From an optimization exercise on the open Yosys and OpenROAD flow, aimed at small area; shortcuts taken in it are not production practice.
Function was checked by simulation only, so behaviour that the tests miss may differ from the original.
No driver is modelled on the clock port, so clocking that relies on it looks cheaper here than on a real chip.
Power and IR drop assume default switching activity.

## flow/flow/run.sh

```bash
#!/bin/bash
# Own layout flow: the standard ORFS flow (standard.sh) with
#  - synthesis: the standard script, but no adder-cell mapping and an
#    area-oriented abc script (flow/synth.tcl, flow/area.abc);
#  - port buffers: buf_1 instead of the default choice;
#  - CTS: clkbuf_8 buffers, no dummy loads.
# Every tool's output goes to logs under orfs/logs/ (ORFS) and to flow.log here.
set -euo pipefail
here="$(pwd)"
bash standard.sh \
  SYNTH_SCRIPT="$here/flow/synth.tcl" \
  ADDER_MAP_FILE= \
  BUFFER_PORTS_ARGS="-buffer_cell sky130_fd_sc_hd__buf_1" \
  CTS_ARGS="-sink_clustering_enable -repair_clock_nets -buf_list sky130_fd_sc_hd__clkbuf_8 -dont_use_dummy_load" \
  finish > "$here/flow.log" 2>&1
```

## flow/flow/area.abc

```
strash
&get -n
&deepsyn -T 30 -S @SEED@
&put
dch -f
amap
topo
```

## flow/flow/synth.tcl

```tcl
# The standard synthesis (synth_recipe.tcl), with only abc's mapping changed:
# abc runs an area-oriented script (area.abc beside this file) with several
# random seeds and the smallest mapping is kept. Registers are untouched: abc
# only remaps the combinational logic between them.
set my_flow_dir [file dirname [file normalize [info script]]]
proc synth {args} { yosys synth -nofsm -noshare {*}$args }
proc my_mapped_area {} {
  set libs {}
  foreach lib $::env(LIB_FILES) { lappend libs -liberty $lib }
  set report [tee -q -s result.string stat {*}$libs]
  if { [regexp {Chip area for module[^:]*:\s*([0-9.eE+-]+)} $report -> area] } { return $area }
  return 1e30
}
proc abc {args} {
  set i [lsearch -exact $args -script]
  if { $i < 0 } { yosys abc {*}$args; return }
  set template [read [open [file join $::my_flow_dir area.abc]]]
  yosys design -save my_pre_abc
  set best 1e30
  foreach seed {1 2 3 4} {
    set script [file join $::env(OBJECTS_DIR) area_seed$seed.abc]
    set f [open $script w]
    puts -nonewline $f [string map [list @SEED@ $seed] $template]
    close $f
    yosys design -load my_pre_abc
    lset args [expr { $i + 1 }] $script
    yosys abc {*}$args
    set area [my_mapped_area]
    puts "bench abc seed $seed: area $area"
    if { $area < $best } {
      set best $area
      yosys design -save my_best_abc
    }
  }
  yosys design -load my_best_abc
  puts "bench abc kept area $best"
}
source $::env(SCRIPTS_DIR)/synth.tcl
# left out here: clear keep_hierarchy, flatten, clean up, hide names made inside functions, write 1_2_yosys.v
```

## flow/standard.sh

```bash
#!/bin/bash
# synth_recipe.tcl (not shown) runs the flow's synth.tcl, then flattens the netlist and writes it again
# the make line also repeats each setting of config.mk as NAME=value (left out here)
make -C /OpenROAD-flow-scripts/flow DESIGN_CONFIG=/design/flow/config.mk WORK_HOME=/design/flow/orfs CLKGATE_MAP_FILE= SYNTH_SCRIPT=/design/flow/synth_recipe.tcl "${@:-finish}"
```

## flow/config.mk

```make
export PLATFORM = sky130hd
export DESIGN_NAME = top_microwave
export DESIGN_NICKNAME = top_microwave
export VERILOG_FILES = /design/flow/design.v
export SDC_FILE = /design/flow/constraint.sdc
export NUM_CORES = 4
export LEC_CHECK = 0
export CAP_MARGIN = 20
export CORE_MARGIN = 2
export CORE_UTILIZATION = 40
export PLACE_DENSITY = 0.6
export SLEW_MARGIN = 20
```

## flow/constraint.sdc

```tcl
create_clock -name core_clock -period 120.0 [get_ports {clk}]
set_input_delay 24.0000 -clock core_clock [delete_from_list [all_inputs] [get_ports {clk}]]
set_output_delay 24.0000 -clock core_clock [all_outputs]
set_load 0.01 [all_outputs]
```

## flow/design.v

```verilog
`timescale 1ns / 1ps
module my_button_debounce #(
    parameter PULSE = 1
)(
    input i_clk,
    input i_reset,
    input i_btn,
    output reg o_btn_stable,
    output o_btn_pulse
);
    reg [6:0] counter;
    always @(posedge i_clk, posedge i_reset) begin
        if (i_reset) begin
            counter <= 0;
            o_btn_stable <= 0;
        end else if (i_btn == o_btn_stable) begin
            counter <= 0;
        end else if (counter == 7'd7) begin            
            o_btn_stable <= i_btn;
            counter <= 0;
        end else begin
            counter <= {counter[5:0], ~(counter[6] ^ counter[0])};
        end
    end
    generate
        if (PULSE) begin : g_pulse
            reg btn_prev, pulse;
            always @(posedge i_clk, posedge i_reset) begin
                if (i_reset) begin
                    btn_prev <= 0;
                    pulse <= 0;
                end else begin
                    btn_prev <= o_btn_stable;
                    pulse <= ~btn_prev & o_btn_stable;
                end
            end
            assign o_btn_pulse = pulse;
        end else begin : g_nopulse
            assign o_btn_pulse = 1'b0;
        end
    endgenerate
endmodule
`timescale 1ns / 1ps
module top_microwave(
    input clk,
    input reset,
    input btnC,
    input btnU,
    input btnR,
    input btnL,
    input btnD,
    output [7:0] seg,
    output [3:0] an,
    output PWM_OUT,
    output [1:0] in1_in2,
    output servo,
    output buzzer,
    output [15:0] led
);
    function [3:0] inc10(input [3:0] d);         
        inc10 = {(d[2] & d[1] & d[0]) | (d[3] & ~d[0]),
                 d[2] ^ (d[1] & d[0]),
                 ~d[3] & (d[1] ^ d[0]),
                 ~d[0]};
    endfunction
    function [3:0] dec10(input [3:0] d);         
        dec10 = {(d[3] & d[0]) | (~d[3] & ~d[2] & ~d[1] & ~d[0]),
                 (d[2] & (d[1] | d[0])) | (d[3] & ~d[0]),
                 (d[1] & d[0]) | (~d[1] & ~d[0] & (d[3] | d[2])),
                 ~d[0]};
    endfunction
    function [3:0] add6(input [3:0] d);          
        add6 = {~d[2] & d[1],
                d[3] | (~d[2] & ~d[1]),
                ~d[3] & ~(d[2] ^ d[1]),
                d[0]};
    endfunction
    function is0(input [3:0] d); is0 = ~(d[3] | d[2] | d[1] | d[0]); endfunction
    function is9(input [3:0] d); is9 = d[3] & d[0]; endfunction
    function ge4(input [3:0] d); ge4 = d[3] | d[2]; endfunction
    reg [3:0] c10;
    reg [4:0] c20;
    reg [5:0] c50;
    wire c10_9 = is9(c10);
    wire c10_0 = is0(c10);
    wire c20_19 = c20[4] & c20[1] & c20[0];
    wire c20_18 = c20[4] & c20[1] & ~c20[0];
    wire f0 = c20_19 | (c20[4] & c20[2]);        
    wire c20_0 = ~(c20[4] | c20[3] | c20[2] | c20[1] | c20[0]);
    wire c20_1 = ~(c20[4] | c20[3] | c20[2] | c20[1]) & c20[0];
    wire c50_wrap = c50[5] & c50[4] & c50[1] & c50[0];
    wire c50_25 = c50[4] & c50[3] & c50[1] & c50[0];
    always @(posedge clk, posedge reset) begin
        if (reset) begin
            c10 <= 0;
            c20 <= 5'd20;
            c50 <= 0;
        end else begin
            c10 <= c10_9 ? 4'd0 : c10 + 1'b1;
            if (c10_9) begin
                c20 <= f0 ? 5'd0 : c20 + 1'b1;
                if (c20_18)
                    c50 <= c50_wrap ? 6'd0 : {c50[4:0], ~(c50[5] ^ c50[0])};
            end
        end
    end
    wire c10_lt5 = ~c10[3] & ~(c10[2] & (c10[1] | c10[0]));
    wire pwm_lt5 = f0 & c10_lt5;                                
    wire pwm_lt25 = f0 | c20_0 | (c20_1 & c10_lt5);             
    wire sec_pulse = c50_25 & c20_19 & c10_0;                   
    wire [1:0] sel = c20[1:0];
    wire C_s, C_p, U_s, U_p, R_s, R_p, L_s, L_p, D_s, D_p;
    my_button_debounce #(.PULSE(1)) u_btnC(.i_clk(clk), .i_reset(reset), .i_btn(btnC), .o_btn_stable(C_s), .o_btn_pulse(C_p));
    my_button_debounce #(.PULSE(1)) u_btnU(.i_clk(clk), .i_reset(reset), .i_btn(btnU), .o_btn_stable(U_s), .o_btn_pulse(U_p));
    my_button_debounce #(.PULSE(1)) u_btnR(.i_clk(clk), .i_reset(reset), .i_btn(btnR), .o_btn_stable(R_s), .o_btn_pulse(R_p));
    my_button_debounce #(.PULSE(0)) u_btnL(.i_clk(clk), .i_reset(reset), .i_btn(btnL), .o_btn_stable(L_s), .o_btn_pulse(L_p));
    my_button_debounce #(.PULSE(1)) u_btnD(.i_clk(clk), .i_reset(reset), .i_btn(btnD), .o_btn_stable(D_s), .o_btn_pulse(D_p));
    reg door_toggle;
    reg [3:0] dk;
    reg door_open;
    reg servo_r;
    always @(posedge clk, posedge reset) begin
        if (reset) begin
            door_toggle <= 0;
            dk <= 0;
            door_open <= 0;
            servo_r <= 0;
        end else begin
            door_toggle <= L_s;
            if (L_s & ~door_toggle)
                dk <= 4'd1;
            else if (~is0(dk))
                dk <= inc10(dk);
            if (is9(dk))
                door_open <= ~door_open;
            servo_r <= door_open ? pwm_lt25 : pwm_lt5;
        end
    end
    assign servo = servo_r;
    reg [2:0] state;
    wire st_idle = ~state[2] & ~state[1] & ~state[0];
    wire st_set = ~state[1] & state[0];
    wire st_run = state[1] & ~state[0];
    wire st_pause = state[1] & state[0];
    wire st_done = state[2];
    reg [1:0] s2;
    reg [3:0] s1, s0;
    reg [1:0] r3;
    reg [3:0] r2, r1, r0;
    reg [1:0] tm;
    wire t_run = ~tm[1] & tm[0];
    wire t_pause = tm[1] & ~tm[0];
    wire t_done = tm[1] & tm[0];
    reg add10, add60, set30, start, pause, resume, clear;
    reg motor_enable, idle_anim;
    reg [12:0] X;
    reg [3:0] Y;
    wire Y10 = Y[3] & Y[1];                      
    wire set_zero = ~(s2[1] | s2[0]) & is0(s1) & is0(s0);
    wire s2_3 = s2[1] & s2[0];
    wire set_can10 = ~(s2_3 & s1[2] & s1[1]);                                            
    wire set_can60 = ~(s2_3 & ((s1[2] & s1[1]) | (s1[2] & ~s1[1] & s1[0] & (s0[3] | (s0[2] & (s0[1] | s0[0]))))));  
    wire rem_zero = ~(r3[1] | r3[0]) & is0(r2) & is0(r1) & is0(r0);
    wire r3_3 = r3[1] & r3[0];
    wire r2_6 = r2[2] & r2[1];
    wire r2_5 = r2[2] & ~r2[1] & r2[0];
    wire rem_can10 = ~(r3_3 & (r2_6 | (r2_5 & is9(r1) & ~is0(r0))));                    
    wire rem_can60 = ~(r3_3 & (r2_6 | (r2_5 & ((r1[3] | (r1[2] & (r1[1] | r1[0]))) |
                                                (r1[2] & ~r1[1] & ~r1[0] & ~is0(r0))))));  
    reg [2:0] next_state;
    always @(*) begin
        if (D_p)
            next_state = 3'd0;
        else if (st_done)
            next_state = Y10 ? 3'd0 : 3'd4;
        else if (st_idle)
            next_state = (U_p | R_p | (C_p & set_zero)) ? 3'd1 : (C_p & ~door_open) ? 3'd2 : 3'd0;
        else if (st_set)
            next_state = (C_p & ~set_zero & ~door_open) ? 3'd2 : 3'd1;
        else if (st_run)
            next_state = (C_p | door_open) ? 3'd3 : t_done ? 3'd4 : 3'd2;
        else
            next_state = (C_p & ~door_open) ? 3'd2 : 3'd3;
    end
    always @(posedge clk, posedge reset) begin
        if (reset) begin
            state <= 3'd0;
            add10 <= 0; add60 <= 0; set30 <= 0; start <= 0; pause <= 0; resume <= 0; clear <= 0;
            motor_enable <= 0; idle_anim <= 0;
        end else begin
            state <= next_state;
            add10 <= U_p & state[0] & ~state[2];               
            add60 <= R_p & state[0] & ~state[2];
            set30 <= C_p & st_idle & set_zero;
            start <= C_p & ~state[1] & ~state[2] & ~set_zero & ~door_open;    
            pause <= st_run & (C_p | door_open);
            resume <= C_p & st_pause & ~door_open;
            clear <= D_p;
            motor_enable <= st_run;
            idle_anim <= st_idle & set_zero;
        end
    end
    wire [12:0] X_step = {X[11:0], ~(X[12] ^ X[4] ^ X[1] ^ X[0])};
    wire X_anim_end = X[12] & ~X[10] & ~X[9] & ~X[8] & ~X[7] & ~X[6] & X[5] & X[4] & ~X[3] & X[2] & ~X[1] & ~X[0];
    wire X_blink_end = ~X[12] & X[11] & X[9] & X[8] & X[7] & X[5] & X[4] & X[3] & ~X[2] & ~X[1] & X[0];
    wire alarm_act = (Y[3] | Y[2] | Y[1] | Y[0]) & ~(Y[3] & (Y[2] | (Y[1] & Y[0])));
    always @(posedge clk, posedge reset) begin
        if (reset) begin
            X <= 0;
            Y <= 0;
        end else if (idle_anim) begin
            if (X_anim_end) begin
                X <= 0;
                Y <= Y[3] ? Y + 1'b1 : 4'd11;
            end else
                X <= X_step;
        end else if (st_done) begin
            if (Y10)
                Y <= Y + 1'b1;
            else if (X_blink_end) begin
                X <= 0;
                Y <= Y + 1'b1;
            end else
                X <= X_step;
        end else begin
            X <= 0;
            Y <= 0;
        end
    end
    wire s_add1 = add10 & set_can10;
    wire s_add6 = ~s_add1 & add60 & set_can60;
    wire s_c0 = s_add1 ? is9(s0) : ge4(s0);
    wire s_c1 = s_c0 & is9(s1);
    always @(posedge clk, posedge reset) begin
        if (reset) begin
            s2 <= 0; s1 <= 0; s0 <= 0;
        end else if (clear) begin
            s2 <= 0; s1 <= 0; s0 <= 0;
        end else if (s_add1 | s_add6) begin
            s0 <= s_add1 ? inc10(s0) : add6(s0);
            if (s_c0) s1 <= inc10(s1);
            if (s_c1) s2 <= s2 + 1'b1;
        end else if (set30) begin
            s0 <= s0 | 4'd3;         
        end
    end
    wire t_ld = start & ~set_zero & (tm[0] ~^ tm[1]);
    wire t_dec = t_run & ~pause & sec_pulse & ~rem_zero;
    wire r_add1 = t_pause & ~resume & add10 & rem_can10;
    wire r_add6 = t_pause & ~resume & ~(add10 & rem_can10) & add60 & rem_can60;
    wire r_b0 = is0(r0);
    wire r_b1 = r_b0 & is0(r1);
    wire r_b2 = r_b1 & is0(r2);
    wire r_c1 = r_add1 ? is9(r1) : ge4(r1);
    wire r_c2 = r_c1 & is9(r2);
    always @(posedge clk, posedge reset) begin
        if (reset) begin
            r3 <= 0; r2 <= 0; r1 <= 0; r0 <= 0;
            tm <= 2'b00;
        end else if (clear) begin
            r3 <= 0; r2 <= 0; r1 <= 0; r0 <= 0;
            tm <= 2'b00;
        end else begin
            if (t_dec) begin
                r0 <= dec10(r0);
                if (r_b0) r1 <= dec10(r1);
                if (r_b1) r2 <= dec10(r2);
                if (r_b2) r3 <= r3 - 1'b1;
            end else if (r_add1 | r_add6) begin
                r1 <= r_add1 ? inc10(r1) : add6(r1);
                if (r_c1) r2 <= inc10(r2);
                if (r_c2) r3 <= r3 + 1'b1;
            end else if (t_ld) begin
                r1 <= r1 | s0;
                r2 <= r2 | s1;
                r3 <= r3 | s2;
            end
            case (tm)
                2'b01: if (pause) tm <= 2'b10;
                       else if (sec_pulse & rem_zero) tm <= 2'b11;
                2'b10: if (resume) tm <= 2'b01;
                default: if (t_ld) tm <= 2'b01;
            endcase
        end
    end
    reg pwm_r;
    always @(posedge clk, posedge reset) begin
        if (reset) pwm_r <= 1'b1;
        else pwm_r <= motor_enable & (c10_9 | (~c10[3] & ~c10[2] & ~c10[1]));
    end
    assign PWM_OUT = pwm_r;
    assign in1_in2 = {1'b0, motor_enable};
    reg [2:0] bf;
    reg b_alarm;
    reg [10:0] bq;
    reg tone;
    reg buzzer_r;
    wire beep = C_p | U_p | R_p | L_s | D_p;
    wire b_idle = bf[2] & bf[1] & bf[0];
    wire bq_btn_end = bq[7] & ~bq[5] & ~bq[3] & bq[2] & ~bq[1] & ~bq[0];
    wire bq_alarm_end = bq[9] & ~bq[8] & bq[7] & bq[6] & ~bq[5] & ~bq[4] & bq[3] & bq[2] & bq[1] & ~bq[0];
    wire b_end = b_alarm ? (bq_alarm_end & bf[1] & bf[0]) : (bq_btn_end & bf[2] & ~bf[0]);
    wire bf_wrap = b_alarm ? (bf[2] & bf[0]) : (bf[2] & ~bf[0]);
    always @(posedge clk, posedge reset) begin
        if (reset) begin
            bf <= 3'd7; b_alarm <= 0; bq <= 0; tone <= 0;
        end else if (b_idle) begin
            if (beep) begin bf <= 3'd0; b_alarm <= 0; end
            else if (alarm_act) begin bf <= 3'd0; b_alarm <= 1; end
        end else if (b_end) begin
            bf <= 3'd7; bq <= 0; tone <= 0;
        end else if (bf_wrap) begin
            bf <= 0; bq <= {bq[9:0], ~(bq[10] ^ bq[1])}; tone <= ~tone;
        end else
            bf <= bf + 1'b1;
    end
    always @(posedge clk, posedge reset) begin
        if (reset) buzzer_r <= 0;
        else buzzer_r <= tone;
    end
    assign buzzer = buzzer_r;
    reg [3:0] digit;
    always @(*) begin
        digit = 4'd0;
        if (st_set) begin
            case (sel)
                2'd0: digit = 4'd0;
                2'd1: digit = s0;
                2'd2: digit = s1;
                default: digit = {2'b00, s2};
            endcase
        end else if (state[1]) begin             
            case (sel)
                2'd0: digit = r0;
                2'd1: digit = r1;
                2'd2: digit = r2;
                default: digit = {2'b00, r3};
            endcase
        end
    end
    wire dA = digit[3], dB = digit[2], dC = digit[1], dD = digit[0];
    wire sa = dA | dC | (dB & dD) | (~dB & ~dD);
    wire sb = ~dB | (~dC & ~dD) | (dC & dD);
    wire sc = dB | ~dC | dD;
    wire sd = dA | (~dB & ~dD) | (~dB & dC) | (dC & ~dD) | (dB & ~dC & dD);
    wire se = (~dB & ~dD) | (dC & ~dD);
    wire sf = dA | (~dC & ~dD) | (dB & ~dC) | (dB & ~dD);
    wire sg = dA | (~dB & dC) | (dB & ~dC) | (dC & ~dD);
    wire [7:0] seg_n = {1'b1, ~sg, ~sf, ~se, ~sd, ~sc, ~sb, ~sa};
    wire [7:0] seg_a = {2'b11,
                        ~(Y[2] & Y[1] & Y[0]),
                        ~(Y[2] & Y[1] & ~Y[0]),
                        ~(Y[2] & ~Y[1] & Y[0]),
                        ~(Y[2] & ~Y[1] & ~Y[0]),
                        ~(Y[3] & ~Y[2]),
                        Y[3]};
    assign seg = idle_anim ? seg_a : seg_n;
    assign an = idle_anim ? 4'b0000 : ~(4'b0001 << sel);
    wire [6:0] rem_lo = r3 * 7'd104 + r2 * 7'd100 + r1 * 7'd10 + r0;    
    assign led[0] = L_s;
    assign led[1] = 1'b0;
    assign led[2] = door_toggle;
    assign led[3] = door_open;
    assign led[6:4] = state;
    assign led[7] = t_run;
    assign led[8] = motor_enable;
    assign led[15:9] = rem_lo;
endmodule
```

==> run_results.csv, run 1 <==
group,metric,value,unit
pwr,power.leakage,3.09,nW
sta,setup_violations,0,
synthesis,synth_seq_cells,143,
placed_design,dp_hpwl,11.4,mm
synthesis,syn_avg_cell_area,8.56,um2
synthesis,synth-edff-count,0,
grt,grt-ovfl-total,0,
sta,fin_tns_setup,0,ns
cts,post_cts_buffers,0,
grt,antenna_found_initial,0,
setup_path,crit_arrival,4.22,ns
synthesis,synth.distinct_cells,44,
synthesis,synth_top_area_frac,0.497,
die,core,17100,um2
drt,post_drt_via_cell_ratio,5.30,
cts,cts_resized,0,
cts,clkSlewWorstSetupHoldPaths,0.07,ns
sta,finalHoldViolations,0,
die,design.die.area,18300,um2
setup_path,criticalPathCategory,"reg -> out",
cts,clk_path_buf_depth,2,
finish,drive_gt1_frac,0.0317,
cts,cts_hold_buf,0,
setup_path,r2r_slack,115.05,ns
grt,grt_pass1_vias,5422,
die,start_util,0.405,
finish,n_antenna_cell,0,
sta,maxSlewHeadroom,0.320,
drt,vias,5703,
status,status,"no timing/DRC/antenna violations",
synthesis,synth_seq_area_share,0.519,
synthesis,synthTopCellsByArea,"dfrtp_1 (50%), nor2_1 (9.1%), clkinv_1 (6.7%)",
setup_path,start_kind,"register",
drt,drc,0,
cts,cts_tree,"yes",
die,die_w,135,um
cts,cts_made_buffers,17,
pwr,powerDensity,19.1,nW/um2
setup_path,required,96.00,ns
die,die_h,135,um
cts,cts_root_buffer,"clkbuf_8",
grt,grt_most_used_layer,"met2",
sta,rsz0062_at_grt,"false",
sta,tightest_slew,0.994,ns
die,rows,48,
run,max_cap_viol_count,0,
synthesis,synth_largest_area_cell,"dfrtp_1",
setup_path,r2r_cells,21,
cts,clock-sinks,143,
sta,fmax,35.4,MHz
sta,skew,0.0206,ns
drt,ant_nets,0,
min_path,worst_hold_path_type,"reg -> reg",
drt,drt_first_iter_violations,406,
grt,grtUsageMet3,0.0355,
finish,final_nets,861,
synthesis,synth_area,6900,um2
synthesis,synthArstFlopShare,1.00,
pwr,ir_drop,0.0121,mV
synthesis,postSynthCellCount,806,
drt,drtPass1Iterations,5,
die,io_pins,40,
finish,syn2layout_area_growth,8.68,%
drt,wl_per_cell,14.4,um
grt,grt_max_degree,84,
setup_path,critPathLaunch,"r1[0]",
placed_design,placement.io_buffers,36,
setup_path,setup.worst_path.end,"led[15]",
setup_path,crit_path_end_kind,"output pin",
setup_path,path_max_fanout,7,
sta,period_share,0.235,
synthesis,synth_common_cells,"nor2_1 (167), dfrtp_1 (137), clkinv_1 (123)",
grt,grt_usage,0.181,
synthesis,synthFlopType,"dfrtp_1",
drt,wirelength,15.6,mm
sta,timing.final.crit_period,28.22,ns
cts,htreeDepth,4,
cts,clock_latency,0.44,ns
synthesis,yosysMostFrequentCell,"nor2_1",
finish,finalNonFillerCells,1077,
synthesis,ys_warn_count,3,
grt,met1_usage,0.249,
sta,drv_slew,0,
setup_path,r2r-start,"r3[0]",
setup_path,r2r-end,"r2[1]",
grt,grt_pass1_wl,26.3,mm
placed_design,gp_congestion,0.933,
grt,use_met2,0.283,
placed_design,post-place-cells,1060,
-- final cells by class --
type	count	area (um2)
timing repair buffer	39	158
multi-input combinational	530	2780
fill	1734	9550
clock buffer	17	234
sequential	143	3590
inverter	123	467
tap	225	282
-- placed cells by master, fill, tap and decap left out, types with 18 or more instances in the layout --
cell type  instances
a21oi_1           46
buf_1             36
clkinv_1         122
dfrtp_1          137
nand2_1           42
nand3_1           19
nor2_1           167
nor2b_1           18
nor3_1            37
o21ai_0           37
o22ai_1           32
-- sequential cells by signal, summed over array words and instances, names as in the netlist, 3 cells and up --
name and flops:
u_btnU.counter 7, Y 4, X 13, u_btnR.counter 7, r0 4, r1 4, c20 5, bf 3
u_btnD.counter 7, s0 4, s1 4, u_btnL.counter 7, r2 4, u_btnC.counter 7, c50 6, state 3
bq 11, c10 4, dk 4
-- per-stage QoR --
stage	instance area (um2)	util	worst slack [ns]	total power [mW]	hold slack [ns]
6_report	7500	0.440	91.78	0.143	0.382
5_1_grt	7500	0.440	91.24	0.155	0.403
4_1_cts	7500	0.440	91.75	0.145	0.383
3_5_place_dp	7270	0.426	92.23	0.116	0.367
3_3_place_gp	7270	0.426	92.44	0.116	0.362
2_1_floorplan	6910	-	92.79	0.102	0.361
-- worst min-delay path by stage --
stage | from | endpoint | slack (ns) | depth (start not counted)
after global placement | u_btnD.o_btn_stable | u_btnD.g_pulse.btn_prev | 0.36 | 0
after floorplan | u_btnC.o_btn_stable | u_btnC.g_pulse.btn_prev | 0.36 | 0
final | u_btnC.o_btn_stable | u_btnC.g_pulse.btn_prev | 0.38 | 0
after CTS | u_btnC.o_btn_stable | u_btnC.g_pulse.btn_prev | 0.38 | 0
after global routing | u_btnC.o_btn_stable | u_btnC.g_pulse.btn_prev | 0.40 | 0
after detailed placement | u_btnR.o_btn_stable | u_btnR.g_pulse.btn_prev | 0.37 | 0
-- critical path, cell delays in order (launching register included) --
cell,delay [ns]
dfrtp_1,0.48
clkinv_1,0.22
nor2_1,0.26
nor2_1,0.08
a21oi_1,0.21
a21oi_1,0.09
o21ai_0,0.27
nor2b_1,0.17
o21a_1,0.13
or2_0,0.14
nor2_1,0.07
o32ai_1,0.26
or2_0,0.17
a21boi_0,0.25
o21ai_0,0.15
and2_0,0.19
o32ai_1,0.31
nor2_1,0.08
a21oi_1,0.11
buf_1,0.16
-- kinds of logic after synthesis --
group / Yosys count / synth area share
other: 2 / 0.00109
and+or+nand+nor: 325 / 0.210
xor gates and xnor gates: 2 / 0.00254
AOI/OAI and AO/OA: 200 / 0.188
DFF: 143 / 0.519
buffers and inverters: 134 / 0.0788
-- report_power, final --
| part | internal [mW] | switching [mW] | leakage (nW) |
|---|---|---|---|
| Combinational | 0.0184 | 0.0338 | 1.10 |
| Sequential | 0.0548 | 0.00863 | 1.86 |
| Clock | 0.0125 | 0.0154 | 0.122 |
| Total | 0.0856 | 0.0578 | 3.09 |
-- metal layers --
layer,wire (um),vias up
met5,0,-
met4,328,0
met3,688,26
met2,7090,138
met1,7450,2655
li1,-,2884
==> run 2, diff against run 1 <==
--- a/flow/design.v
+++ b/flow/design.v
@@ -293,23 +293,25 @@
     reg [2:0] bf;
     reg b_alarm;
-    reg [10:0] bq;
-    reg tone;
+    reg [9:0] bl;
+    reg bt;
     reg buzzer_r;
     wire beep = C_p | U_p | R_p | L_s | D_p;
     wire b_idle = bf[2] & bf[1] & bf[0];
-    wire bq_btn_end = bq[7] & ~bq[5] & ~bq[3] & bq[2] & ~bq[1] & ~bq[0];
-    wire bq_alarm_end = bq[9] & ~bq[8] & bq[7] & bq[6] & ~bq[5] & ~bq[4] & bq[3] & bq[2] & bq[1] & ~bq[0];
-    wire b_end = b_alarm ? (bq_alarm_end & bf[1] & bf[0]) : (bq_btn_end & bf[2] & ~bf[0]);
+    wire bl_btn_end = bl[9] & bl[6] & bl[3] & bl[2];
+    wire bl_alarm_end = bl[9] & ~bl[8] & ~bl[7] & bl[6] & bl[4] & ~bl[3] & ~bl[2] & ~bl[1];
+    wire b_end = b_alarm ? (bl_alarm_end & ~bt & bf[1] & bf[0]) : (bl_btn_end & bt & bf[2] & ~bf[0]);
     wire bf_wrap = b_alarm ? (bf[2] & bf[0]) : (bf[2] & ~bf[0]);
     always @(posedge clk, posedge reset) begin
         if (reset) begin
-            bf <= 3'd7; b_alarm <= 0; bq <= 0; tone <= 0;
+            bf <= 3'd7; b_alarm <= 0; bl <= 0; bt <= 0;
         end else if (b_idle) begin
             if (beep) begin bf <= 3'd0; b_alarm <= 0; end
             else if (alarm_act) begin bf <= 3'd0; b_alarm <= 1; end
         end else if (b_end) begin
-            bf <= 3'd7; bq <= 0; tone <= 0;
+            bf <= 3'd7; bl <= 0; bt <= 0;
         end else if (bf_wrap) begin
-            bf <= 0; bq <= {bq[9:0], ~(bq[10] ^ bq[1])}; tone <= ~tone;
+            bf <= 0;
+            bt <= ~bt;
+            if (bt) bl <= {bl[8:0], ~(bl[9] ^ bl[2])};
         end else
             bf <= bf + 1'b1;
@@ -317,5 +319,5 @@
     always @(posedge clk, posedge reset) begin
         if (reset) buzzer_r <= 0;
-        else buzzer_r <= tone;
+        else buzzer_r <= bt;
     end
     assign buzzer = buzzer_r;
--- a/flow/flow/run.sh
+++ b/flow/flow/run.sh
@@ -4,5 +4,6 @@
 #    area-oriented abc script (flow/synth.tcl, flow/area.abc);
 #  - port buffers: buf_1 instead of the default choice;
-#  - CTS: clkbuf_8 buffers, no dummy loads.
+#  - CTS: clkbuf_8 buffers, no dummy loads, then clkbuf_4 wherever the
+#    flip-flop clock pins stay well under the slew limit (flow/post_cts.tcl).
 # Every tool's output goes to logs under orfs/logs/ (ORFS) and to flow.log here.
 set -euo pipefail
@@ -13,3 +14,4 @@
   BUFFER_PORTS_ARGS="-buffer_cell sky130_fd_sc_hd__buf_1" \
   CTS_ARGS="-sink_clustering_enable -repair_clock_nets -buf_list sky130_fd_sc_hd__clkbuf_8 -dont_use_dummy_load" \
+  POST_CTS_TCL="$here/flow/post_cts.tcl" \
   finish > "$here/flow.log" 2>&1
==> flow/flow/post_cts.tcl (new file) <==
set_propagated_clock [all_clocks]
estimate_parasitics -placement
proc my_worst_clk_slew {} {
  set worst 0
  foreach pin [all_registers -clock_pins] {
    foreach e {rise fall} {
      set s [sta::time_ui_sta [get_property $pin slew_max_$e]]
      if { $s > $worst } { set worst $s }
    }
  }
  return [expr { $worst * 1e12 }]
}
set my_small [get_lib_cells sky130_fd_sc_hd__clkbuf_4]
set my_big [get_lib_cells sky130_fd_sc_hd__clkbuf_8]
set my_n 0
puts "bench post-cts: worst clock pin slew [my_worst_clk_slew] ps"
foreach inst [get_cells -filter "ref_name == sky130_fd_sc_hd__clkbuf_8"] {
  replace_cell $inst $my_small
  estimate_parasitics -placement
  if { [my_worst_clk_slew] > 105 } {
    replace_cell $inst $my_big
    estimate_parasitics -placement
  } else {
    incr my_n
  }
}
puts "bench post-cts: $my_n clock buffers downsized, worst clock pin slew [my_worst_clk_slew] ps"
--- a/flow/flow/synth.tcl
+++ b/flow/flow/synth.tcl
@@ -18,5 +18,5 @@
   yosys design -save my_pre_abc
   set best 1e30
-  foreach seed {1 2 3 4} {
+  foreach seed {1 2 3 4 5 6} {
     set script [file join $::env(OBJECTS_DIR) area_seed$seed.abc]
     set f [open $script w]
==> run 2 against run 1 <==
  * Critical path depth up 1
  * Worst hold slack worse by 0.0092 ns
  * Worst setup slack better by 0.34 ns
  * First-iteration DRC count up 23%
  * Still clean
  * Sequential power up 9.5%
  * Utilization up 0.48 points
  * Clock skew up 0.012 ns
  * Non-clock buffer count up 1
  * Synthesized area down 0.54%
==> run_results.csv, run 2 <==
group,metric,value,unit
status,status,"no timing/DRC/antenna violations",
sta,finalHoldViolations,0,
setup_path,crit_arrival,3.88,ns
setup_path,crit_slowest_cell,"dfrtp_1",
grt,grt_pass1_vias,5372,
finish,multiInputGateArea,2720,um2
pwr,seqPwrFrac,0.432,
setup_path,crit_path_end_kind,"output pin",
pwr,ir_drop,0.0251,mV
setup_path,crit_path_max_incr_delay,0.53,ns
drt,drtPass1Iterations,5,
cts,clock-sinks,142,
setup_path,crit_chain,"clkinv_1 > nor2_1 > nor2_1 > a21oi_1 > a21oi_1 > o21ai_0 > nor2_1 > a21oi_1 > nand2_1 > nor2_1 > a21oi_1 > or2_0 > nor2_1 > a21oi_1 > a21oi_1 > nand2_1 > nand2_1 > nor2_1 > a21oi_1 > buf_1",
drt,wl_per_cell,14.6,um
pwr,p_total,0.161,mW
drt,post_drt_via_cell_ratio,5.42,
die,die_h,135,um
synthesis,postSynthCellCount,812,
setup_path,criticalPathCategory,"reg -> out",
synthesis,synthTopCellsByArea,"dfrtp_1 (50%), nor2_1 (8.9%), clkinv_1 (7.3%)",
placed_design,place_ws,92.74,ns
sta,setup_violations,0,
setup_path,required,96.00,ns
setup_path,path_buf_inv,2,
drt,ant_nets,0,
drt,vias,5851,
synthesis,synth_area,6870,um2
synthesis,synth-edff-count,0,
finish,drive_gt1_frac,0.0326,
grt,grt_pass1_wl,26.4,mm
synthesis,synth_seq_cells,142,
synthesis,ys_warn_count,3,
grt,grt_most_used_layer,"met2",
drt,drc,0,
grt,antenna_found_initial,1,
drt,wirelength,15.8,mm
finish,largest_reg_flops,13,
grt,grt_max_degree,80,
pwr,powerDensity,21.6,nW/um2
cts,clkSlewWorstSetupHoldPaths,0.09,ns
die,io_pins,40,
pwr,internal-power,0.0905,mW
pwr,p_comb_frac,0.422,
placed_design,placement.io_buffers,36,
pwr,p_switching,0.0700,mW
finish,final-seq-area,3560,um2
die,rows,47,
die,die_w,135,um
sta,maxSlewHeadroom,0.422,
sta,timing.final.crit_period,27.88,ns
sta,drv_slew,0,
grt,met1_usage,0.254,
sta,fmax,35.9,MHz
synthesis,synth_largest_area_cell,"dfrtp_1",
sta,worst_slack,92.12,ns
finish,layout_commonest_cell,"nor2_1",
synthesis,synth.distinct_cells,45,
sta,fin_tns_setup,0,ns
min_path,worst_hold_path_type,"reg -> reg",
cts,clock_latency,0.56,ns
finish,largest-register,"X",
synthesis,synth_common_cells,"nor2_1 (163), dfrtp_1 (136), clkinv_1 (134)",
finish,fillers,1723,
grt,grt-ovfl-total,0,
placed_design,gp_congestion,0.950,
synthesis,synth_seq_area_share,0.519,
sta,period_share,0.232,
synthesis,synthFlopType,"dfrtp_1",
pwr,power.leakage,2.99,nW
synthesis,syn_avg_cell_area,8.45,um2
pwr,swShare,0.436,
die,design.die.area,18200,um2
die,start_util,0.411,
setup_path,path_max_fanout,9,
finish,reg_top3,"X: 13 flops, bl: 10 flops",
synthesis,yosysMostFrequentCell,"nor2_1",
grt,grtUsageMet3,0.0443,
finish,final_nets,868,
pwr,clkPwrFrac,0.146,
setup_path,worst_path_most_repeated_cell,"a21oi_1",
finish,syn2layout_area_growth,8.16,%
drt,drt_first_iter_violations,501,
sta,skew,0.0328,ns
setup_path,start_kind,"register",
run,max_cap_viol_count,0,
cts,cts_tree,"yes",
placed_design,dp_hpwl,11.7,mm
finish,mostFrequentLayoutCells,"nor2_1 (163), dfrtp_1 (136), clkinv_1 (133), nand2_1 (55)",
die,core,16700,um2
grt,use_met2,0.276,
synthesis,synthArstFlopShare,1.00,
sta,rsz0062_at_grt,"false",
synthesis,synth_top_area_frac,0.496,
setup_path,critPathTopFamily,"simple AND/OR/NAND/NOR gates",
sta,tightest_slew,0.856,ns
sta,worst_hold_slack,0.373,ns
grt,grt_usage,0.183,
==> run 2: changes by cell type after synthesis, moves of 4 or more <==
cell	delta
nand2_1	+13
clkinv_1	+11
o21ai_0	+10
o22ai_1	+8
nor3_1	-7
a211oi_1	-6
nand3_1	-6
a22oi_1	+4
nor2_1	-4
nor2b_1	-4
nor4_1	+4
o32ai_1	-4
==> run 2: per-layer routing <==
metal,up-vias,share of wire
li1,2911,-
met1,2718,0.47
met2,183,0.45
met3,39,0.054
met4,0,0.027
met5,-,0
==> run 2: kinds of logic (layout without fill, tap and decap cells) <==
kind of cell / Yosys count / count (layout) / share of synthesized area
and+or+nand+nor: 308 / 308 / 0.194
AOI/OAI and AO/OA: 215 / 215 / 0.201
buffers and inverters: 145 / 191 / 0.0853
DFF: 142 / 142 / 0.519
other: 2 / 4 / 0.00109
==> run 2: stage by stage <==
stage | instance area (um2) | util | cells
floorplan | 6870 | - | 813
global placement | 7220 | 0.433 | 1061
finish | 7430 | 0.445 | 1080
global route | 7430 | 0.445 | 1080
detailed placement | 7220 | 0.433 | 1061
==> run 2: worst paths after layout <==
check	slack, ns	cells past startpoint	end	from
worst min-delay path	0.37	1	u_btnR.g_pulse.pulse	u_btnR.g_pulse.btn_prev
worst max register to register	116.22	13	r1[3]	c20[0]
worst min register to register	0.37	1	u_btnR.g_pulse.pulse	u_btnR.g_pulse.btn_prev
max in group asynchronous	95.38	4	bf[1]	reset
worst max-delay path	92.12	20	led[15]	r1[0]
min in group asynchronous	23.52	2	c50[3]	reset
==> run 2: final cells by class <==
cell class | count | area share
diodes | 1 | 0.000337
clock buffers | 17 | 0.0231
inverters | 134 | 0.0684
multi-input cells | 526 | 0.367
flip-flops and latches | 142 | 0.480
well taps | 220 | 0.0371
repair buffers | 40 | 0.0249
==> run 2: worst reg2reg max path: stages, from the launching register on <==
cell      delay (ns)
dfrtp_1         0.42
clkinv_1        0.16
nor2_1          0.45
clkinv_1        0.21
or4_1           0.59
nor3_1          0.21
or4_1           0.21
nor2_1          0.08
clkinv_1        0.14
nand2_1         0.20
o22ai_1         0.57
clkinv_1        0.19
a21oi_1         0.16
o21ai_0         0.08
==> run 2: power by group through the flow <==
| stage | clock network, mW | registers [mW] | logic [mW] |
|---|---|---|---|
| after floorplan | 0 | 0.0673 | 0.0517 |
| after global placement | 0 | 0.0700 | 0.0668 |
| after detailed placement | 0 | 0.0702 | 0.0670 |
| after global routing | 0.0267 | 0.0709 | 0.0763 |
| final | 0.0234 | 0.0694 | 0.0677 |
==> run 3, diff against run 2 <==
--- a/flow/design.v
+++ b/flow/design.v
@@ -80,13 +80,15 @@
     function ge4(input [3:0] d); ge4 = d[3] | d[2]; endfunction
     reg [3:0] c10;
-    reg [4:0] c20;
+    reg [1:0] c4;
+    reg [2:0] c5;
     reg [5:0] c50;
     wire c10_9 = is9(c10);
     wire c10_0 = is0(c10);
-    wire c20_19 = c20[4] & c20[1] & c20[0];
-    wire c20_18 = c20[4] & c20[1] & ~c20[0];
-    wire f0 = c20_19 | (c20[4] & c20[2]);        
-    wire c20_0 = ~(c20[4] | c20[3] | c20[2] | c20[1] | c20[0]);
-    wire c20_1 = ~(c20[4] | c20[3] | c20[2] | c20[1]) & c20[0];
+    wire c_init = c5[2] & c5[0];                                         
+    wire c20_19 = c4[1] & c4[0] & c5[2] & ~c5[0];                        
+    wire c20_18 = c4[1] & ~c4[0] & ~c5[2] & c5[1] & c5[0];               
+    wire c20_0 = ~c4[1] & ~c4[0] & ~c5[2] & ~c5[1] & ~c5[0];             
+    wire c20_1 = ~c4[1] & c4[0] & ~c5[2] & ~c5[1] & c5[0];               
+    wire f0 = c20_19 | c_init;                   
     wire c50_wrap = c50[5] & c50[4] & c50[1] & c50[0];
     wire c50_25 = c50[4] & c50[3] & c50[1] & c50[0];
@@ -94,10 +96,12 @@
         if (reset) begin
             c10 <= 0;
-            c20 <= 5'd20;
+            c4 <= 0;
+            c5 <= 3'd5;
             c50 <= 0;
         end else begin
             c10 <= c10_9 ? 4'd0 : c10 + 1'b1;
             if (c10_9) begin
-                c20 <= f0 ? 5'd0 : c20 + 1'b1;
+                c5 <= c5[2] ? 3'd0 : c5 + 1'b1;
+                if (!c_init) c4 <= c4 + 1'b1;
                 if (c20_18)
                     c50 <= c50_wrap ? 6'd0 : {c50[4:0], ~(c50[5] ^ c50[0])};
@@ -109,5 +113,5 @@
     wire pwm_lt25 = f0 | c20_0 | (c20_1 & c10_lt5);             
     wire sec_pulse = c50_25 & c20_19 & c10_0;                   
-    wire [1:0] sel = c20[1:0];
+    wire [1:0] sel = c4;
     wire C_s, C_p, U_s, U_p, R_s, R_p, L_s, L_p, D_s, D_p;
     my_button_debounce #(.PULSE(1)) u_btnC(.i_clk(clk), .i_reset(reset), .i_btn(btnC), .o_btn_stable(C_s), .o_btn_pulse(C_p));
@@ -120,8 +124,9 @@
     reg door_open;
     reg servo_r;
+    wire dk_end = dk[3] & ~dk[1] & ~dk[0];
     always @(posedge clk, posedge reset) begin
         if (reset) begin
             door_toggle <= 0;
-            dk <= 0;
+            dk <= 4'b1111;
             door_open <= 0;
             servo_r <= 0;
@@ -129,8 +134,10 @@
             door_toggle <= L_s;
             if (L_s & ~door_toggle)
-                dk <= 4'd1;
-            else if (~is0(dk))
-                dk <= inc10(dk);
-            if (is9(dk))
+                dk <= 4'b0000;
+            else if (dk_end)
+                dk <= 4'b1111;
+            else
+                dk <= {dk[2:0], ~(dk[3] ^ dk[2])};
+            if (dk_end)
                 door_open <= ~door_open;
             servo_r <= door_open ? pwm_lt25 : pwm_lt5;
@@ -297,23 +304,26 @@
     reg buzzer_r;
     wire beep = C_p | U_p | R_p | L_s | D_p;
-    wire b_idle = bf[2] & bf[1] & bf[0];
+    wire b_idle = bf[2] & ~bf[1] & bf[0];
     wire bl_btn_end = bl[9] & bl[6] & bl[3] & bl[2];
     wire bl_alarm_end = bl[9] & ~bl[8] & ~bl[7] & bl[6] & bl[4] & ~bl[3] & ~bl[2] & ~bl[1];
-    wire b_end = b_alarm ? (bl_alarm_end & ~bt & bf[1] & bf[0]) : (bl_btn_end & bt & bf[2] & ~bf[0]);
-    wire bf_wrap = b_alarm ? (bf[2] & bf[0]) : (bf[2] & ~bf[0]);
+    wire bf_3 = bf[2] & bf[0];                   
+    wire bf_4 = bf[1] & ~bf[0];                  
+    wire bf_5 = bf[2] & ~bf[1];                  
+    wire b_end = b_alarm ? (bl_alarm_end & ~bt & bf_3) : (bl_btn_end & bt & bf_4);
+    wire bf_wrap = b_alarm ? bf_5 : bf_4;
     always @(posedge clk, posedge reset) begin
         if (reset) begin
-            bf <= 3'd7; b_alarm <= 0; bl <= 0; bt <= 0;
+            bf <= 3'b101; b_alarm <= 0; bl <= 0; bt <= 0;
         end else if (b_idle) begin
             if (beep) begin bf <= 3'd0; b_alarm <= 0; end
             else if (alarm_act) begin bf <= 3'd0; b_alarm <= 1; end
         end else if (b_end) begin
-            bf <= 3'd7; bl <= 0; bt <= 0;
+            bf <= 3'b101; bl <= 0; bt <= 0;
         end else if (bf_wrap) begin
-            bf <= 0;
+            bf <= 3'b000;
             bt <= ~bt;
             if (bt) bl <= {bl[8:0], ~(bl[9] ^ bl[2])};
         end else
-            bf <= bf + 1'b1;
+            bf <= {bf[1:0], ~bf[2]};
     end
     always @(posedge clk, posedge reset) begin
==> run 3 against run 2 <==
  * Critical path type unchanged
  * Final area fell by 1.3%
  * Critical endpoint is now seg[3]
  * Flip-flop and latch count unchanged
  * Utilization decreased by 0.41 points
  * Sequential power fell by 7.6%
==> run_results.csv, run 3 <==
group,metric,value,unit
pwr,clkPwrFrac,0.160,
drt,post_drt_via_cell_ratio,5.34,
sta,skew,0.0265,ns
sta,finalHoldViolations,0,
die,start_util,0.410,
grt,grt_pass1_wl,26.8,mm
die,design.die.area,18100,um2
finish,syn2layout_area_growth,7.52,%
cts,clock_latency,0.53,ns
synthesis,synth_seq_area_share,0.523,
synthesis,muxShareOfSynthArea,0,
synthesis,synth-edff-count,0,
pwr,power.leakage,2.99,nW
drt,drtPass1Iterations,5,
synthesis,synthFlopType,"dfrtp_1",
finish,largest_reg_flops,13,
pwr,powerDensity,19.3,nW/um2
die,die_w,135,um
sta,tightest_slew,0.981,ns
sta,fmax,36.2,MHz
finish,multiInputGateArea,2730,um2
sta,fin_tns_setup,0,ns
pwr,p_comb_frac,0.387,
grt,grt_usage,0.186,
finish,fin_util,0.440,
setup_path,criticalPathCategory,"reg -> out",
setup_path,crit_path_end_kind,"output pin",
finish,final-seq-area,3560,um2
synthesis,synth.distinct_cells,47,
grt,antenna_found_initial,1,
synthesis,synthTopCellsByArea,"dfrtp_1 (49%), nor2_1 (9.0%), clkinv_1 (6.5%)",
finish,mostFrequentLayoutCells,"nor2_1 (163), dfrtp_1 (133), clkinv_1 (117), nand2_1 (54), a21oi_1 (49)",
synthesis,ys_warn_count,3,
pwr,internal-power,0.0825,mW
setup_path,crit_path_max_incr_delay,0.47,ns
synthesis,synth_seq_cells,142,
sta,setup_violations,0,
synthesis,synth_largest_area_cell,"dfrtp_1",
synthesis,synth_top_family_by_area,"simple AND/OR/NAND/NOR gates",
placed_design,post-place-cells,1049,
finish,largest-register,"X",
placed_design,placement.io_buffers,36,
finish,layout_commonest_cell,"nor2_1",
die,io_pins,40,
pwr,p_switching,0.0591,mW
grt,grt-ovfl-total,0,
setup_path,path_max_fanout,6,
finish,finalNonFillerCells,1067,
synthesis,postSynthCellCount,801,
pwr,swShare,0.417,
setup_path,path_buf_inv,4,
grt,grt_pass1_vias,5507,
synthesis,synth_common_cells,"nor2_1 (163), dfrtp_1 (133), clkinv_1 (118)",
drt,wirelength,15.6,mm
setup_path,start_kind,"register",
sta,period_share,0.230,
sta,drv_slew,0,
pwr,seqPwrFrac,0.453,
die,core,16600,um2
status,status,"no timing/DRC/antenna violations",
die,rows,47,
sta,maxSlewHeadroom,0.339,
placed_design,dp_hpwl,11.4,mm
synthesis,synth_compound_area_frac,0.196,
synthesis,synth_xor_area_frac,0,
finish,final_nets,855,
synthesis,synthAdderAreaFrac,0,
die,die_h,135,um
sta,rsz0062_at_grt,"false",
cts,clock-sinks,142,
run,max_cap_viol_count,0,
setup_path,critPathTopFamily,"compound AO/OA/AOI/OAI gates",
synthesis,yosysMostFrequentCell,"nor2_1",
cts,cts_tree,"yes",
grt,grt_max_degree,86,
drt,drc,0,
placed_design,gp_congestion,0.957,
drt,ant_nets,0,
synthesis,synth_top_area_frac,0.488,
finish,reg_top3,"X: 13 flops, bl: 10 flops",
setup_path,crit_chain,"clkinv_1 > nor2_1 > clkinv_1 > o21ai_0 > a2111oi_0 > a31oi_1 > clkinv_1 > nor2b_1 > o21ai_0 > or3_1 > o22ai_1 > buf_1",
setup_path,crit_arrival,3.60,ns
setup_path,crit_slowest_cell,"a31oi_1",
finish,drive_gt1_frac,0.0343,
drt,wl_per_cell,14.7,um
synthesis,synthArstFlopShare,1.00,
pwr,ir_drop,0.00949,mV
setup_path,worst_path_most_repeated_cell,"clkinv_1",
cts,clkSlewWorstSetupHoldPaths,0.09,ns
finish,fillers,1708,
setup_path,required,96.00,ns
sta,timing.final.crit_period,27.60,ns
synthesis,synthSimpleGateAreaFrac,0.203,
synthesis,syn_avg_cell_area,8.51,um2
drt,vias,5695,
synthesis,synth_area,6820,um2
min_path,worst_hold_path_type,"reg -> reg",
drt,drt_first_iter_violations,325,
run 3: cell types whose count changed after synthesis, sizes merged, moves of 3 or more:
cell and delta:
nor3 +4, nand2b +3, dfstp +3, or3 +3, clkinv -16, dfrtp -3, nand3 -3, nor4 -5
a31oi +3, nor2b +6
run 3: worst paths after layout:
path	start	endpoint	slack, ns	cells after the start
hold / removal	u_btnD.o_btn_stable	u_btnD.g_pulse.btn_prev	0.37	0
max in group asynchronous	reset	c10[1]	95.17	3
min in group asynchronous	reset	bl[0]	23.62	2
setup / recovery	c4[1]	seg[3]	92.40	12
setup reg to reg	r2[0]	r3[1]	115.38	16
hold reg to reg	u_btnD.o_btn_stable	u_btnD.g_pulse.btn_prev	0.37	0
run 3: layer usage:
layer	up-vias	track usage	wire length, um
li1	2861	-	-
met1	2662	0.256	7470
met2	144	0.289	7180
met3	28	0.0357	640
met4	0	0.0778	358
met5	-	0	0
run 3: kinds of logic (layout without fill, tap and decap cells):
group / count (synthesis) / count (layout)
AOI/OAI and AO/OA: 212 / 212
and+or+nand+nor: 316 / 316
buffers and inverters: 129 / 173
other: 2 / 4
DFF: 142 / 142
run 3: power by group through the flow:
stage | logic (mW) | clock network [mW] | registers (mW)
3_3_place_gp | 0.0542 | 0 | 0.0648
3_5_place_dp | 0.0547 | 0 | 0.0647
2_1_floorplan | 0.0419 | 0 | 0.0627
5_1_grt | 0.0634 | 0.0254 | 0.0652
6_report | 0.0548 | 0.0227 | 0.0641
run 3: worst register-to-register path: stages (launching register included):
cell and delay [ns]:
dfrtp_1 0.47, clkinv_1 0.38, nor3_1 0.45, a311oi_1 0.24, nor2_1 0.51, clkinv_1 0.27
nor2_1 0.46, a21oi_1 0.07, or2_0 0.26, a31oi_1 0.47, clkinv_1 0.19, o21ai_0 0.16
nor3_1 0.10, nor2_1 0.18, o22a_1 0.15, nor2_1 0.04, nor3_1 0.14
run 3: final cells by class:
type,instances,share of cell area
Sequential cell,142,0.486
Multi-Input combinational cell,531,0.373
Inverter,118,0.0611
Tap cell,220,0.0375
Clock buffer,17,0.0217
Timing Repair Buffer,38,0.0205
Antenna cell,1,0.000341
run 3: through the flow:
stage / total power, mW / hold WS, ns / setup WS (ns) / area [um2]
6_report: 0.142 / 0.372 / 92.40 / 7330
5_1_grt: 0.154 / 0.385 / 91.99 / 7330
3_5_place_dp: 0.119 / 0.368 / 93.04 / 7170
3_3_place_gp: 0.119 / 0.362 / 93.21 / 7170
2_1_floorplan: 0.105 / 0.361 / 93.51 / 6820
==> run 4, diff against run 3 <==
--- a/flow/design.v
+++ b/flow/design.v
@@ -208,7 +208,7 @@
         end
     end
-    wire [12:0] X_step = {X[11:0], ~(X[12] ^ X[4] ^ X[1] ^ X[0])};
-    wire X_anim_end = X[12] & ~X[10] & ~X[9] & ~X[8] & ~X[7] & ~X[6] & X[5] & X[4] & ~X[3] & X[2] & ~X[1] & ~X[0];
-    wire X_blink_end = ~X[12] & X[11] & X[9] & X[8] & X[7] & X[5] & X[4] & X[3] & ~X[2] & ~X[1] & X[0];
+    wire [12:0] X_step = {X[11:0], ~(X[12] ^ X[9])};
+    wire X_anim_end = ~X[12] & ~X[11] & X[10] & X[9] & ~X[7] & ~X[6] & ~X[5] & ~X[4] & ~X[3] & ~X[1] & ~X[0];
+    wire X_blink_end = X[11] & X[10] & X[9] & X[8] & X[7] & X[6] & ~X[5] & ~X[3] & ~X[2] & X[1] & ~X[0];
     wire alarm_act = (Y[3] | Y[2] | Y[1] | Y[0]) & ~(Y[3] & (Y[2] | (Y[1] & Y[0])));
     always @(posedge clk, posedge reset) begin
@@ -223,11 +223,7 @@
                 X <= X_step;
         end else if (st_done) begin
-            if (Y10)
-                Y <= Y + 1'b1;
-            else if (X_blink_end) begin
-                X <= 0;
-                Y <= Y + 1'b1;
-            end else
-                X <= X_step;
+            if (X_blink_end) X <= 0;
+            else X <= X_step;
+            if (Y10 | X_blink_end) Y <= Y + 1'b1;
         end else begin
             X <= 0;
==> run 4 against run 3 <==
  * Power grew 2.7%
  * Clock skew grew 0.0050 ns
  * First-iteration DRC count grew 44%
  * Flip-flop and latch count unchanged
  * Count of clock-buffer cells in the layout unchanged
  * Critical path type unchanged
  * Non-clock buffer count did not move
  * Synthesized area is 1.1% lower
  * Register-to-register slack lost 0.46 ns
  * Critical path depth rose by 7
==> run_results.csv, run 4 <==
group,metric,value,unit
drt,wl_met2,6.84,mm
finish,mostFrequentLayoutCells,"nor2_1 (172), dfrtp_1 (133), clkinv_1 (120), a21oi_1 (50), o21ai_0 (42)",
synthesis,synth_common_cells,"nor2_1 (172), dfrtp_1 (133), clkinv_1 (121)",
drt,drc,0,
finish,fillers,1685,
finish,layout_commonest_cell,"nor2_1",
setup_path,r2r-start,"r3[0]",
drt,vias,5574,
synthesis,ys_warn_count,3,
synthesis,syn_avg_cell_area,8.54,um2
setup_path,critPathTopFamily,"compound AO/OA/AOI/OAI gates",
setup_path,crit_chain,"clkinv_1 > o22ai_1 > nor2_1 > a21oi_1 > nor2_1 > nor2_1 > clkinv_1 > o22ai_1 > nand2_1 > o21ai_0 > nand2_1 > o21ai_0 > nor2_1 > o21ai_0 > o21ai_0 > o21ai_0 > nor2_1 > a21oi_1 > buf_1",
placed_design,place_ws,92.77,ns
finish,syn2layout_area_growth,7.70,%
synthesis,synth-edff-count,0,
sta,worst_hold_slack,0.362,ns
drt,drtPass1Iterations,5,
setup_path,crit_path_max_incr_delay,0.49,ns
sta,skew,0.0315,ns
setup_path,r2r-end,"r2[0]",
drt,wirelength,15.1,mm
setup_path,crit_arrival,3.79,ns
sta,setup_violations,0,
finish,multiInputGateArea,2650,um2
pwr,seqPwrFrac,0.445,
pwr,swShare,0.426,
drt,wl_met3,865,um
setup_path,r2r_slack,114.92,ns
status,status,"no timing/DRC/antenna violations",
drt,ant_nets,0,
die,die_h,134,um
finish,reg_top3,"X: 13 flops, bl: 10 flops",
cts,clkSlewWorstSetupHoldPaths,0.09,ns
pwr,p_switching,0.0620,mW
finish,fin_util,0.440,
setup_path,criticalPathCategory,"reg -> out",
grt,grt_max_degree,86,
setup_path,start_kind,"register",
synthesis,postSynthCellCount,790,
die,die_w,134,um
synthesis,synthTopCellsByArea,"dfrtp_1 (49%), nor2_1 (9.6%), clkinv_1 (6.7%)",
setup_path,setup.worst_path.end,"led[15]",
pwr,ir_drop,0.0112,mV
die,rows,47,
sta,worst_slack,92.21,ns
setup_path,path_max_fanout,9,
synthesis,yosysMostFrequentCell,"nor2_1",
finish,largest-register,"X",
placed_design,dp_hpwl,11.0,mm
finish,drive_gt1_frac,0.0347,
drt,top_layer,"met4",
min_path,worst_hold_path_type,"reg -> reg",
drt,wl_per_cell,14.3,um
synthesis,synth_seq_cells,142,
sta,period_share,0.232,
drt,met1_length,6.99,mm
setup_path,path_depth,19,
setup_path,r2r_cells,18,
finish,final_nets,844,
synthesis,synthFlopType,"dfrtp_1",
sta,maxSlewHeadroom,0.490,
grt,grt_usage,0.178,
synthesis,synth_top_area_frac,0.493,
sta,drv_slew,0,
grt,grt-ovfl-total,0,
grt,grt_pass1_wl,25.3,mm
run,max_cap_viol_count,0,
setup_path,crit_slowest_cell,"dfrtp_1",
setup_path,path_buf_inv,3,
placed_design,placement.io_buffers,36,
sta,fmax,36.0,MHz
cts,cts_tree,"yes",
synthesis,synthArstFlopShare,1.00,
drt,drt_first_iter_violations,467,
synthesis,synth_seq_area_share,0.528,
pwr,powerDensity,20.0,nW/um2
setup_path,crit_path_end_kind,"output pin",
synthesis,synth_largest_area_cell,"dfrtp_1",
drt,post_drt_via_cell_ratio,5.28,
cts,clock_latency,0.54,ns
finish,final-seq-area,3560,um2
synthesis,synth.distinct_cells,45,
die,core,16500,um2
pwr,clkPwrFrac,0.160,
finish,largest_reg_flops,13,
cts,clock-sinks,142,
synthesis,synth_area,6750,um2
sta,timing.final.crit_period,27.79,ns
sta,tightest_slew,0.757,ns
die,design.die.area,17900,um2
sta,finalHoldViolations,0,
sta,rsz0062_at_grt,"false",
placed_design,gp_congestion,0.925,
pwr,p_comb_frac,0.395,
setup_path,required,96.00,ns
die,start_util,0.408,
pwr,power.leakage,2.94,nW
grt,antenna_found_initial,1,
pwr,internal-power,0.0834,mW
grt,grt_pass1_vias,5137,
setup_path,critPathLaunch,"r1[1]",
die,io_pins,40,
sta,fin_tns_setup,0,ns
[run 4: cell count changes after synthesis, sizes merged, moves of 3 or more]
cell and change:
nor4 +6, o21ai -6, a2111oi +3, clkinv +3, a22oi -5, nand2 -17, nand3 +10, nor3 +4
nor2 +9, o22ai -10, a31oi -6
[run 4: power by group through the flow]
stage / clock network [mW] / registers, mW / logic (mW)
detailed placement: 0 / 0.0656 / 0.0572
global placement: 0 / 0.0654 / 0.0570
floorplan: 0 / 0.0633 / 0.0435
global route: 0.0261 / 0.0660 / 0.0659
finish: 0.0233 / 0.0647 / 0.0575
[run 4: final cells by class]
class	instances	area share
Sequential cell	142	0.491
Antenna cell	1	0.000344
Clock buffer	17	0.0227
Multi-Input combinational cell	517	0.364
Inverter	121	0.0632
Timing Repair Buffer	38	0.0207
Tap cell	220	0.0379
[run 4: kinds of logic (layout without fill, tap and decap cells)]
| group | count (synthesis) | after routing | synth area share |
|---|---|---|---|
| and+or+nand+nor | 323 | 323 | 0.212 |
| AOI/OAI and AO/OA | 191 | 191 | 0.179 |
| buffers and inverters | 132 | 176 | 0.0796 |
| other | 2 | 4 | 0.00111 |
| DFF | 142 | 142 | 0.528 |
[run 4: routing by layer]
layer  global-route usage  vias to the layer above
met2                0.270                      158
met4               0.0703                        0
met1                0.244                     2578
li1                     -                     2805
met3               0.0472                       33
met5                    0                        -
[run 4: how the worst min path moves through the flow]
stage / start / to / slack [ns] / depth (start not counted)
final: u_btnU.o_btn_stable / u_btnU.g_pulse.btn_prev / 0.36 / 0
after global routing: u_btnU.o_btn_stable / u_btnU.g_pulse.btn_prev / 0.38 / 0
after detailed placement: u_btnU.o_btn_stable / u_btnU.g_pulse.btn_prev / 0.37 / 0
after global placement: u_btnU.o_btn_stable / u_btnU.g_pulse.btn_prev / 0.36 / 0
after floorplan: u_btnD.g_pulse.pulse / clear / 0.36 / 0
[run 4: worst reg2reg max path, delay by kind of cell (launching register included)]
family	cells	cell delay, ns
AO/OA/AOI/OAI	8	2.21
buffers and inverters	5	1.01
AND/OR/NAND/NOR	5	1.28
flip-flops	1	0.45
[run 4: metrics by stage]
stage / power (mW) / cells / cell area, um2
finish: 0.145 / 1056 / 7260
global route: 0.158 / 1056 / 7260
detailed placement: 0.123 / 1038 / 7100
global placement: 0.122 / 1038 / 7100
floorplan: 0.107 / 791 / 6750
==> run 5, diff against run 4 <==
--- a/flow/design.v
+++ b/flow/design.v
@@ -365,5 +365,7 @@
     assign seg = idle_anim ? seg_a : seg_n;
     assign an = idle_anim ? 4'b0000 : ~(4'b0001 << sel);
-    wire [6:0] rem_lo = r3 * 7'd104 + r2 * 7'd100 + r1 * 7'd10 + r0;    
+    wire [6:0] rem_lo_a = {r1, 3'b000} + {2'b00, r1, 1'b0} + {3'b000, r0};
+    wire [6:0] rem_lo_b = {r2[0], 6'b0} + {r2[1:0], 5'b0} + {r2, 2'b0} + {r3[0], 6'b0} + {r3, 5'b0} + {1'b0, r3, 3'b0};
+    wire [6:0] rem_lo = rem_lo_a + rem_lo_b;
     assign led[0] = L_s;
     assign led[1] = 1'b0;
==> run 5 against run 4 <==
  * Still clean on timing, DRC and antenna
  * Power is 1.5% lower
  * Die area is 0.73% lower
  * Clock skew is 0.0047 ns lower
  * Sequential power is 0.6% higher
  * Sequential share of layout area is 0.33 points higher
  * Routed wire length is 0.22% higher
  * Largest cell class unchanged
  * Highest routed layer unchanged
==> run_results.csv, run 5 <==
group,metric,value,unit
status,status,"no timing/DRC/antenna violations",
drt,post_drt_via_cell_ratio,5.29,
sta,setup_violations,0,
drt,drc,0,
synthesis,postSynthCellCount,780,
sta,skew,0.0268,ns
sta,fmax,36.7,MHz
drt,vias,5539,
synthesis,syn_avg_cell_area,8.58,um2
synthesis,synth_largest_area_cell,"dfrtp_1",
setup_path,start_kind,"register",
synthesis,synth_area,6690,um2
setup_path,r2r_slack,115.72,ns
sta,tightest_slew,1.00,ns
setup_path,crit_arrival,3.22,ns
pwr,ir_drop,0.0120,mV
synthesis,synthFlopType,"dfrtp_1",
cts,clock_latency,0.54,ns
finish,largest-register,"X",
sta,rsz0062_at_grt,"false",
placed_design,placement.io_buffers,36,
placed_design,dp_hpwl,11.3,mm
synthesis,synth.distinct_cells,42,
sta,fin_tns_setup,0,ns
cts,clkSlewWorstSetupHoldPaths,0.08,ns
drt,ant_nets,0,
die,io_pins,40,
drt,wirelength,15.1,mm
grt,grt_max_degree,76,
setup_path,worst_path_most_repeated_cell,"nor2_1",
finish,fin_util,0.438,
setup_path,path_max_fanout,6,
grt,grt_usage,0.184,
synthesis,synth_seq_cells,142,
pwr,power.leakage,2.93,nW
drt,wl_per_cell,14.4,um
finish,syn2layout_area_growth,7.79,%
die,die_h,133,um
synthesis,synth_seq_area_share,0.533,
sta,drv_slew,0,
cts,cts_tree,"yes",
finish,mostFrequentLayoutCells,"nor2_1 (154), dfrtp_1 (133), clkinv_1 (114), nand2_1 (52), a21oi_1 (47)",
grt,antenna_found_initial,1,
synthesis,ys_warn_count,3,
die,die_w,133,um
setup_path,crit_path_max_incr_delay,0.42,ns
setup_path,critPathTopFamily,"compound AO/OA/AOI/OAI gates",
die,rows,47,
setup_path,crit_chain,"clkinv_1 > nor2_1 > clkinv_1 > o221ai_1 > a31o_1 > nor2_1 > nor2_1 > nor2_1 > a21oi_1 > nand2_1 > o21ai_0 > buf_1",
synthesis,synth-edff-count,0,
drt,drt_first_iter_violations,444,
setup_path,r2r_cells,14,
pwr,powerDensity,19.9,nW/um2
setup_path,criticalPathCategory,"reg -> out",
drt,drtPass1Iterations,5,
finish,layout_commonest_cell,"nor2_1",
grt,grt_pass1_vias,5201,
synthesis,yosysMostFrequentCell,"nor2_1",
synthesis,synthArstFlopShare,1.00,
min_path,holdCritStartpoint,"u_btnU.o_btn_stable",
setup_path,r2r-start,"c4[1]",
min_path,worst_hold_path_type,"reg -> reg",
min_path,whs_endpoint,"u_btnU.g_pulse.btn_prev",
setup_path,crit_slowest_cell,"dfrtp_1",
finish,largest_reg_flops,13,
sta,maxSlewHeadroom,0.325,
synthesis,synth_top_area_frac,0.497,
run,max_cap_viol_count,0,
finish,final_nets,834,
cts,clock-sinks,142,
sta,period_share,0.227,
setup_path,crit_path_end_kind,"output pin",
finish,drive_gt1_frac,0.0352,
setup_path,required,96.00,ns
die,core,16500,um2
min_path,whs_path_depth,0,
die,design.die.area,17800,um2
synthesis,synthTopCellsByArea,"dfrtp_1 (50%), nor2_1 (8.6%), clkinv_1 (6.4%)",
setup_path,path_buf_inv,3,
grt,grt_pass1_wl,26.0,mm
setup_path,r2r-end,"r1[0]",
die,start_util,0.407,
finish,reg_top3,"X: 13 flops, bl: 10 flops",
sta,finalHoldViolations,0,
grt,grt-ovfl-total,0,
placed_design,gp_congestion,0.941,
synthesis,synth_common_cells,"nor2_1 (154), dfrtp_1 (133), clkinv_1 (115)",
sta,timing.final.crit_period,27.22,ns
run 5: cell types whose count changed in the layout (fill, tap and decap cells not counted), moves of 4 or more:
cell | before | now
a31oi_1 | 7 | 15
nand2_1 | 37 | 52
nor2_1 | 172 | 154
o21ai_0 | 42 | 46
clkinv_1 | 120 | 114
a22oi_1 | 2 | 8
run 5: stage by stage:
stage | cells | power (mW) | cell area (um2) | hold WS, ns | setup WS [ns]
after floorplan | 781 | 0.106 | 6700 | 0.361 | 93.51
after global placement | 1028 | 0.121 | 7050 | 0.361 | 93.49
after detailed placement | 1028 | 0.121 | 7050 | 0.366 | 93.38
after global routing | 1047 | 0.156 | 7220 | 0.391 | 92.38
final | 1047 | 0.143 | 7220 | 0.377 | 92.78
run 5: area by class of cell:
cell class,instances,area [um2]
sequential,142,3560
clock buffer,17,165
inverter,115,437
multi-input combinational,513,2620
tap,220,275
timing repair buffer,38,150
fill,1696,9250
antenna,2,5.00
run 5: report_power, final:
group          internal (mW)  switching [mW]
Sequential            0.0559         0.00916
Combinational         0.0189          0.0365
Clock                0.00854          0.0143
run 5: worst reg2reg max path: stages (launching register included):
cell and delay [ns]:
dfrtp_1 0.42, clkinv_1 0.18, nor2_1 0.47, o21ai_0 0.22
or3_1 0.42, nand3b_1 0.19, nand3_1 0.23, nor2_1 0.11
nor2_1 0.45, clkinv_1 0.33, a21oi_1 0.44, clkinv_1 0.16
o311ai_0 0.19, nor2_1 0.09, a221oi_1 0.30
run 5: kinds of logic (layout without fill, tap and decap cells):
| logic type | Yosys count | after routing | synth area share |
|---|---|---|---|
| buf+inv | 126 | 170 | 0.0768 |
| compound gates | 197 | 197 | 0.184 |
| other cells | 2 | 5 | 0.00112 |
| simple gates | 313 | 313 | 0.206 |
| flops | 142 | 142 | 0.533 |
run 5: layer usage:
| layer | global-route usage | routed length, um | vias up |
|---|---|---|---|
| met1 | 0.261 | 7330 | 2612 |
| li1 | - | - | 2772 |
| met5 | 0 | 0 | - |
| met2 | 0.272 | 6660 | 133 |
| met3 | 0.0392 | 760 | 22 |
| met4 | 0.0810 | 357 | 0 |
run 5: how the worst max path moves through the flow:
stage          startpoint     end  slack (ns)  depth (start not counted)
2_1_floorplan       reset    X[0]       93.51                          1
6_report            c4[1]  seg[0]       92.78                         12
5_1_grt             c4[1]  seg[0]       92.38                         12
3_5_place_dp        c4[1]  seg[3]       93.38                         12
3_3_place_gp        c4[1]  seg[3]       93.49                         12

==> afterwards: timing with drivers on the ports <==
No port has a modelled driver above. Below, the same layouts with a new extraction and two added sets of constraints. Step 1, drivers: a clkbuf_16 drives clk and a buf_2 each remaining input, both assumed. Step 2, shift: input delay + t, output delay - t, t = (earliest + latest rising clock arrival at the registers) / 2. This alone moves slack from input paths to output paths. Three values: no drivers, after step 1, after step 2; two values: the first two.
| run | t (ns) | setup WS [ns] | worst setup path at the end | pins driven straight from the clock port |
|---|---|---|---|---|
| run 1 | 0.463 | 91.779 / 91.741 / 92.204 | register to output | 1 |
| run 2 | 0.578 | 92.121 / 92.083 / 92.660 | register to output | 1 |
| run 3 | 0.556 | 92.403 / 92.365 / 92.921 | register to output | 1 |
| run 4 | 0.562 | 92.206 / 92.170 / 92.733 | register to output | 1 |
| run 5 | 0.568 | 92.784 / 92.747 / 93.315 | register to output | 1 |
After both steps setup and hold are still met in every run listed.
